From an optimization exercise on the open Yosys and OpenROAD flow, aimed at small area; shortcuts taken in it are not production practice. Function was checked by simulation only, so behaviour that the tests miss may differ from the original. The clock input has no modelled driver; a real chip could not lean on it and would need a root buffer or a full tree. Power figures rest on the tool's default switching activity, not on a simulated workload.

## before
==> flow/design.v (excerpt) <==
module my_chip (
    input logic [11:0] io_in,  
    output logic [11:0] io_out,  
    input logic clock,
    input logic reset  
);
    logic [11:0] in_s;
    logic rst;
    genvar g;
    generate
        for (g = 0; g < 12; g = g + 1) begin : sync
            Synchronizer s(.async(io_in[g]), .clock(clock), .sync(in_s[g]));
        end
    endgenerate
    Synchronizer sync_rst(.async(reset), .clock(clock), .sync(rst));
    wire [7:0] din   = in_s[7:0];
    wire       enter = in_s[8];
    wire       sw    = in_s[9];
    wire [1:0] opin  = in_s[11:10];
    logic en_d, pe_d, sw_d;
    wire pe = enter & ~en_d;
    wire ps = sw & ~sw_d;
    always_ff @(posedge clock) begin
        en_d <= enter;
        pe_d <= pe;
        sw_d <= sw;
    end
    logic ph;
    always_ff @(posedge clock)
        if (rst) ph <= 1'b0;
        else     ph <= ~ph;
    logic [4:0] pc;
    logic [1:0] op;
    always_ff @(posedge clock)
  ...
For scale: ~580 cells after synthesis, about 26 I/O pins.
Settings: LEC_CHECK=0, CAP_MARGIN=20, CORE_MARGIN=2, CORE_UTILIZATION=40, SLEW_MARGIN=20; clock period 10.0 ns.
run.sh (not shown) runs the stock make flow with config.mk's settings and CLKGATE_MAP_FILE= SYNTH_SCRIPT=/design/flow/synth_recipe.tcl, a recipe that flattens the netlist after the stock synthesis.
> inputs changed (before -> after)
- putting CTS_BUF_LIST at sky130_fd_sc_hd__clkbuf_8 where nothing was set
- Going from before to after, register share of the cell area grows by 1.1 points.
- Looking at after and before, the total global routing track utilization is a wash.
- Looking at summed area of non-filler cells in the final layout across both flows, after is the stronger of the two, with before trailing.
- Global routing usage on met1 delta (before -> after): insignificant
- In summary, after completed successfully, with a layout that passed the timing, design-rule and antenna checks.
- Diff after..before | simple logic cell fraction of the synthesized area | unchanged
- Setup WNS before -> after: better

* * *

Another version of the RTL of my_chip (not shown whole).
Size: roughly 490 cells after synthesis, roughly 180 flip-flops, about 26 I/O pins, about 6800 um2 of cells after synthesis.
clock: 10.0 ns
lec_check: 0
cap_margin: 20
core_margin: 2
core_utilization: 40
cts_buf_list: sky130_fd_sc_hd__clkbuf_8
slew_margin: 20
standard.sh (not shown) runs the stock make flow with config.mk's settings and CLKGATE_MAP_FILE= SYNTH_SCRIPT=/design/flow/synth_recipe.tcl, a recipe that flattens the netlist after the stock synthesis.
==> flow/flow/run.sh <==
#!/bin/bash
# Standard ORFS layout, with two changes: CTS adds no dummy loads, and the
# port buffers are the smallest buffer (buf_1). Full output in flow_make.log.
set -euo pipefail
export CTS_ARGS="-repair_clock_nets -dont_use_dummy_load -buf_list sky130_fd_sc_hd__clkbuf_8"
export BUFFER_PORTS_ARGS="-buffer_cell sky130_fd_sc_hd__buf_1"
bash standard.sh finish > flow_make.log 2>&1
Next try:
--- a/flow/flow/run.sh
+++ b/flow/flow/run.sh
@@ -4,3 +4,3 @@
 set -euo pipefail
-export CTS_ARGS="-repair_clock_nets -dont_use_dummy_load -buf_list sky130_fd_sc_hd__clkbuf_8"
+export CTS_ARGS="-sink_clustering_enable -sink_clustering_levels 1 -sink_clustering_size 25 -sink_clustering_max_diameter 60 -repair_clock_nets -dont_use_dummy_load -buf_list sky130_fd_sc_hd__clkbuf_8"
 export BUFFER_PORTS_ARGS="-buffer_cell sky130_fd_sc_hd__buf_1"
What happened: The new run produced a clean layout; sequential cell count does not change; global-route usage is unchanged; hold slack is unchanged; worst setup slack stays the same; power does not change; sequential power stays flat; combinational power hardly moves.
Next try:
==> flow/flow/run.sh (replaced) <==
#!/bin/bash
# Standard ORFS layout, with two changes: CTS adds no dummy loads, and the
# port buffers are the smallest buffer (buf_1). Full output in flow_make.log.
set -euo pipefail
export CTS_ARGS="-sink_clustering_enable -sink_buffer_max_cap_derate 0.5 -repair_clock_nets -dont_use_dummy_load -buf_list sky130_fd_sc_hd__clkbuf_8"
export BUFFER_PORTS_ARGS="-buffer_cell sky130_fd_sc_hd__buf_1"
bash standard.sh finish > flow_make.log 2>&1
Outcome:
- The new run finished clean
- final cell count is unchanged
- die area is unchanged
- utilization is unchanged
- routed wire length is unchanged
- sequential share of layout area does not change
- flip-flop and latch count is unchanged
- clock-buffer cell count stays the same
- sequential power barely changes
Next try:
==> flow/flow/run.sh (replaced) <==
#!/bin/bash
# Standard ORFS layout, with two changes: CTS adds no dummy loads, and the
# port buffers are the smallest buffer (buf_1). Full output in flow_make.log.
set -euo pipefail
export CTS_ARGS="-sink_clustering_enable -repair_clock_nets -dont_use_dummy_load -buf_list sky130_fd_sc_hd__clkbuf_8"
export BUFFER_PORTS_ARGS="-buffer_cell sky130_fd_sc_hd__buf_1"
bash standard.sh finish > flow_make.log 2>&1
Result:
- The new run completed with no timing, DRC or antenna violations
- final area stays the same
- routed wire length stays the same
- area after synthesis stays the same
- clock-buffer cell count is unchanged
- critical path depth does not change
- non-clock buffer count stays the same

* * *

Setup of job 101:
Starting RTL as in the previous note.
clock: 10.0 ns
lec_check: 0
cap_margin: 20
core_margin: 2
core_utilization: 70
cts_buf_list: sky130_fd_sc_hd__clkbuf_8
place_density: 0.8
slew_margin: 20
==> flow/flow/run.sh <==
#!/bin/bash
# Standard ORFS layout with three changes: the port buffers are the smallest
# buffer (buf_1); CTS adds no dummy loads; and after CTS a hook (my_cts.tcl)
# replaces the clock tree with a two-level one (root buffer -> leaf buffers
# over equal groups of flip-flops). Full output of make in flow_make.log.
set -euo pipefail
export MYCTS_LEAVES=9
here=$(pwd)
export CTS_ARGS="-sink_clustering_enable -repair_clock_nets -dont_use_dummy_load -buf_list sky130_fd_sc_hd__clkbuf_8"
export BUFFER_PORTS_ARGS="-buffer_cell sky130_fd_sc_hd__buf_1"
export POST_CTS_TCL="$here/flow/my_cts.tcl"
bash standard.sh finish > flow_make.log 2>&1
==> flow/flow/my_cts.tcl <==
# Post-CTS hook: replace the H-tree built by clock_tree_synthesis with a
# two-level tree: clock port -> one root buffer -> MYCTS_LEAVES leaf buffers, each
# driving an equal share of the flip-flops, split by recursive bisection of
# their placement. Then legalize.
set nleaf    [expr {[info exists ::env(MYCTS_LEAVES)] ? $::env(MYCTS_LEAVES) : 10}]
set leafcell [expr {[info exists ::env(MYCTS_LEAF)] ? $::env(MYCTS_LEAF) : "sky130_fd_sc_hd__clkbuf_8"}]
set rootcell [expr {[info exists ::env(MYCTS_ROOT)] ? $::env(MYCTS_ROOT) : "sky130_fd_sc_hd__clkbuf_8"}]

set db [ord::get_db]
set block [ord::get_db_block]
set clk [$block findNet clock]

# remove the buffers CTS made, and their nets
set sinks {}
foreach inst [$block getInsts] {
  set m [[$inst getMaster] getName]
  if {[string match "clkbuf_*" [$inst getName]] && [string match "sky130_fd_sc_hd__clkbuf_*" $m]} {
    lappend dead $inst
  }
}
puts "my_cts: removing [llength $dead] CTS buffers"
foreach inst $dead { odb::dbInst_destroy $inst }
foreach net [$block getNets] {
  if {[string match "clknet_*" [$net getName]]} { odb::dbNet_destroy $net }
}
foreach inst [$block getInsts] {
  set it [$inst findITerm CLK]
  if {$it != "NULL" && [[$inst getMaster] isSequential]} {
    set loc [$inst getLocation]
    lappend sinks [list [lindex $loc 0] [lindex $loc 1] $it]
  }
}
puts "my_cts: [llength $sinks] sinks"

proc bisect {items k axis} {
  if {$k <= 1} { return [list $items] }
  set s [lsort -integer -index $axis $items]
  set k1 [expr {$k / 2}]
  set h [expr {([llength $s] * $k1 + $k / 2) / $k}]
  set na [expr {1 - $axis}]
  return [concat [bisect [lrange $s 0 [expr {$h - 1}]] $k1 $na] \
                 [bisect [lrange $s $h end] [expr {$k - $k1}] $na]]
}
# split first along the longer side
set xs [lsort -integer [lmap s $sinks {lindex $s 0}]]
set ys [lsort -integer [lmap s $sinks {lindex $s 1}]]
set axis [expr {([lindex $xs end] - [lindex $xs 0]) >= ([lindex $ys end] - [lindex $ys 0]) ? 0 : 1}]
set groups [bisect $sinks $nleaf $axis]

set lm [$db findMaster $leafcell]
set rm [$db findMaster $rootcell]
set rootnet [odb::dbNet_create $block clknet_root]
$rootnet setSigType CLOCK
$clk setSigType CLOCK
set sx 0; set sy 0; set k 0
foreach g $groups {
  set cx 0; set cy 0
  foreach s $g { incr cx [lindex $s 0]; incr cy [lindex $s 1] }
  set cx [expr {$cx / [llength $g]}]; set cy [expr {$cy / [llength $g]}]
  set b [odb::dbInst_create $block $lm clkbuf_leaf_$k]
  $b setLocation $cx $cy
  $b setPlacementStatus PLACED
  $b setSourceType TIMING
  set n [odb::dbNet_create $block clknet_leaf_$k]
  $n setSigType CLOCK
  [$b findITerm A] connect $rootnet
  [$b findITerm X] connect $n
  foreach s $g {
    set it [lindex $s 2]
    $it disconnect
    $it connect $n
  }
  puts "my_cts: leaf $k at $cx $cy drives [llength $g]"
  incr sx $cx; incr sy $cy; incr k
}
set r [odb::dbInst_create $block $rm clkbuf_root]
$r setLocation [expr {$sx / $k}] [expr {$sy / $k}]
$r setPlacementStatus PLACED
$r setSourceType TIMING
[$r findITerm A] connect $clk
[$r findITerm X] connect $rootnet

detailed_placement
check_placement -verbose
estimate_parasitics -placement
report_clock_skew
report_worst_slack -min
report_worst_slack -max
Inputs modified between job 101 and job 102:
diff --git a/flow/flow/run.sh b/flow/flow/run.sh
--- a/flow/flow/run.sh
+++ b/flow/flow/run.sh
@@ -1,3 +1,4 @@
 #!/bin/bash
-# Standard ORFS layout with three changes: the port buffers are the smallest
+# Standard ORFS layout with four changes: synthesis maps logic with an
+# area-oriented ABC script (flow/synth.tcl, flow/abc_area.script); the port buffers are the smallest
 # buffer (buf_1); CTS adds no dummy loads; and after CTS a hook (my_cts.tcl)
@@ -6,3 +7,3 @@
 set -euo pipefail
-export MYCTS_LEAVES=9
+export MYCTS_LEAVES=10
 here=$(pwd)
@@ -11,2 +12,3 @@
 export POST_CTS_TCL="$here/flow/my_cts.tcl"
-bash standard.sh finish > flow_make.log 2>&1
+export MY_ABC_SCRIPT="$here/flow/abc_area.script"
+bash standard.sh SYNTH_SCRIPT="$here/flow/synth.tcl" finish > flow_make.log 2>&1
==> flow/flow/abc_area.script (new file) <==
strash
dch
map -a
topo
==> flow/flow/synth.tcl (new file) <==
# The standard synthesis script (synth_recipe.tcl), except that ABC maps
# with flow/abc_area.script (area-oriented, no buffering or upsizing)
# instead of ORFS's speed script. Registers are untouched by ABC.
proc synth {args} { yosys synth -nofsm -noshare {*}$args }
proc abc {args} {
  set i [lsearch $args -script]
  if {$i >= 0} { set args [lreplace $args [expr {$i+1}] [expr {$i+1}] $::env(MY_ABC_SCRIPT)] }
  yosys abc {*}$args
}
source $::env(SCRIPTS_DIR)/synth.tcl
# left out here: clear keep_hierarchy, flatten, clean up, hide names made inside functions, write 1_2_yosys.v
Results
Of job 102 and job 101, it is job 102 that has the higher adder and majority gate portion of the synthesized area. Internal cell power up 0.018 mW in job 102 wrt job 101. Taking job 101 as the reference, in job 102 sequential group share of total power down 3.0 points, post-route worst setup slack down 0.087 ns, final estimated routing congestion in global placement up 1.9%, worst endpoint required time up 0.03 ns, via-per-instance ratio up 0.17. Routed wire length ended up 18% higher on job 102 than on job 101. Of job 101 and job 102, job 102 shows the lower largest fanout on the critical path, with job 101 above it.
Input changes introduced in job 103 (baseline for comparison: job 102):
==> flow/flow/run.sh <==
#!/bin/bash
# Standard ORFS layout with three changes: the port buffers are the smallest
# buffer (buf_1); CTS adds no dummy loads; and after CTS a hook (my_cts.tcl)
# replaces the clock tree with a two-level one (root buffer -> leaf buffers
# over equal groups of flip-flops). Full output of make in flow_make.log.
set -euo pipefail
export MYCTS_LEAVES=10
here=$(pwd)
export CTS_ARGS="-sink_clustering_enable -repair_clock_nets -dont_use_dummy_load -buf_list sky130_fd_sc_hd__clkbuf_8"
export BUFFER_PORTS_ARGS="-buffer_cell sky130_fd_sc_hd__buf_1"
export POST_CTS_TCL="$here/flow/my_cts.tcl"
bash standard.sh finish > flow_make.log 2>&1
removed: flow/flow/abc_area.script
removed: flow/flow/synth.tcl
- Result for job 102 and job 103: all clean
- Job 103 ends up with a layout overhead on the synthesized area that is 1.7 points lower than in job 102.
- | headroom to the max-slew limit | job 103 vs job 102 | worse |
- In the tables for job 102 and job 103, sequential share of layout area reads lower with job 103.
- Taking job 102 as the reference, in job 103 total power shrank by about 4.6%, share of power burned in combinational logic decreased 2.8 points, number of slew-limit violations in the final report saw little to no change, number of tap cells inserted went up 19%, placeable core region +about 6%.
Modified inputs, job 104 compared to job 103
diff --git a/flow/flow/run.sh b/flow/flow/run.sh
--- a/flow/flow/run.sh
+++ b/flow/flow/run.sh
@@ -1,3 +1,5 @@
 #!/bin/bash
-# Standard ORFS layout with three changes: the port buffers are the smallest
+# Standard ORFS layout with four changes: synthesis maps logic with an
+# area-oriented ABC script (flow/synth.tcl, flow/abc_area.script), with the
+# FullAdd and HalfAdd modules kept whole until the end of synthesis; the port buffers are the smallest
 # buffer (buf_1); CTS adds no dummy loads; and after CTS a hook (my_cts.tcl)
@@ -11,2 +13,4 @@
 export POST_CTS_TCL="$here/flow/my_cts.tcl"
-bash standard.sh finish > flow_make.log 2>&1
+export MY_ABC_SCRIPT="$here/flow/abc_area.script"
+export SYNTH_KEEP_MODULES="FullAdd HalfAdd"
+bash standard.sh SYNTH_SCRIPT="$here/flow/synth.tcl" finish > flow_make.log 2>&1
==> flow/flow/abc_area.script (new file) <==
strash
dch
map -a
strash
dch
map -a
topo
==> flow/flow/synth.tcl (new file) <==
# The standard synthesis script (synth_recipe.tcl), except that ABC maps
# with flow/abc_area.script (area-oriented, no buffering or upsizing)
# instead of ORFS's speed script. Registers are untouched by ABC.
proc synth {args} { yosys synth -nofsm -noshare {*}$args }
proc abc {args} {
  set i [lsearch $args -script]
  if {$i >= 0} { set args [lreplace $args [expr {$i+1}] [expr {$i+1}] $::env(MY_ABC_SCRIPT)] }
  yosys abc {*}$args
}
source $::env(SCRIPTS_DIR)/synth.tcl
# left out here: clear keep_hierarchy, flatten, clean up, hide names made inside functions, write 1_2_yosys.v
Of job 103 and job 104, job 104 shows the higher number of cells in the finished layout apart from fillers, with job 103 below it. Every stage of the flow completed for job 104, and the final layout passed the timing, design-rule and antenna checks. Job 104 vs job 103 — first-pass GRT wire length rose about 7%. Run comparison: job 104 cell with the largest stage delay on the worst path sky130_fd_sc_hd__nor2_1; job 103 cell with the largest stage delay on the worst path sky130_fd_sc_hd__mux4_2. Cmp job 104 vs job 103: clock skew higher in job 104. Job 104: met1 usage in global routing 3.7 points above job 103. Job 104 — share of final-layout standard cells stronger than drive strength 1 5.4 points lower, job 103 as reference. Job 103 → job 104: total number of nets in the final design has increased; portion of the clock cycle consumed by the worst path in the final layout has increased; area share of fa/ha/maj cells after synthesis has increased. Power density over cell area, job 104 vs job 103: up by more than 10%.
Setup changes, job 104 to job 105
==> flow/flow/run.sh <==
#!/bin/bash
# Standard ORFS layout with three changes: the port buffers are the smallest
# buffer (buf_1); CTS adds no dummy loads; and after CTS a hook (my_cts.tcl)
# replaces the clock tree with a two-level one (root buffer -> leaf buffers
# over equal groups of flip-flops). Full output of make in flow_make.log.
set -euo pipefail
export MYCTS_LEAVES=20 MYCTS_LEAF=sky130_fd_sc_hd__clkbuf_4
here=$(pwd)
export CTS_ARGS="-sink_clustering_enable -repair_clock_nets -dont_use_dummy_load -buf_list sky130_fd_sc_hd__clkbuf_8"
export BUFFER_PORTS_ARGS="-buffer_cell sky130_fd_sc_hd__buf_1"
export POST_CTS_TCL="$here/flow/my_cts.tcl"
bash standard.sh finish > flow_make.log 2>&1
removed: flow/flow/abc_area.script
removed: flow/flow/synth.tcl
Notes after the runs:
Cell count: job 105 < job 104. Fraction of power consumed by sequential logic for job 105: 1.1 points up relative to job 104. Maximum number of pins on one net before global-route repair was lower in the run labelled job 104. The total number of placement rows reported for job 105 is greater than that of job 104 by 1. Job 104 has a lower standard cell core area than job 105. Changes observed in job 105 relative to job 104: number of global-route vias before repair went down 5.4%, design area went up 5.2%, wire length went down 1100 um, clock share of power went up 1.5 points. Compared with job 104, half-perimeter wire length after placement in job 105 decreased by a little under 10%.

[static timing again, ports no longer ideal]
The flow's constraints put no driver on any port. The routed layouts listed below were extracted and timed again, unchanged, in two steps. Step 1 assumes that a clkbuf_16 drives the clock port and a buf_2 every other input. Step 2 times the ports against the registers' clock, not the clock port: input delays grow and output delays shrink by t, the midpoint of the rising clock arrivals with the driver on. a / b / c = no drivers / after step 1 / after step 2; a / b = the first two.
run | shift t [ns] | setup slack, ns | hold slack, ns | worst slew at a driven data input, ns | cell pins on the clock port's net
before | 0.464 | 2.947 / 2.947 / 2.947 | 0.327 / 0.327 / 0.327 | 0.03 | 1
after | 0.484 | 2.990 / 2.990 / 2.990 | 0.331 / 0.331 / 0.331 | 0.03 | 1
the first run of note 2 | 0.463 | 0.786 / 0.786 / 0.786 | 0.320 / 0.320 / 0.320 | 0.03 | 1
the second run of note 2 | 0.463 | 0.786 / 0.786 / 0.786 | 0.320 / 0.320 / 0.320 | 0.03 | 1
the third run of note 2 | 0.463 | 0.786 / 0.786 / 0.786 | 0.320 / 0.320 / 0.320 | 0.03 | 1
the fourth run of note 2 | 0.463 | 0.786 / 0.786 / 0.786 | 0.320 / 0.320 / 0.320 | 0.03 | 1
job 101 | 0.430 | 0.685 / 0.685 / 0.685 | 0.330 / 0.330 / 0.330 | 0.03 | 1
job 102 | 0.446 | 0.598 / 0.598 / 0.598 | 0.337 / 0.337 / 0.337 | 0.03 | 1
job 103 | 0.447 | 0.709 / 0.709 / 0.709 | 0.335 / 0.335 / 0.335 | 0.03 | 1
job 104 | 0.446 | 0.587 / 0.587 / 0.587 | 0.315 / 0.315 / 0.315 | 0.04 | 1
job 105 | 0.487 | 0.739 / 0.739 / 0.739 | 0.327 / 0.327 / 0.327 | 0.03 | 1
After both steps every run listed still meets setup and hold.
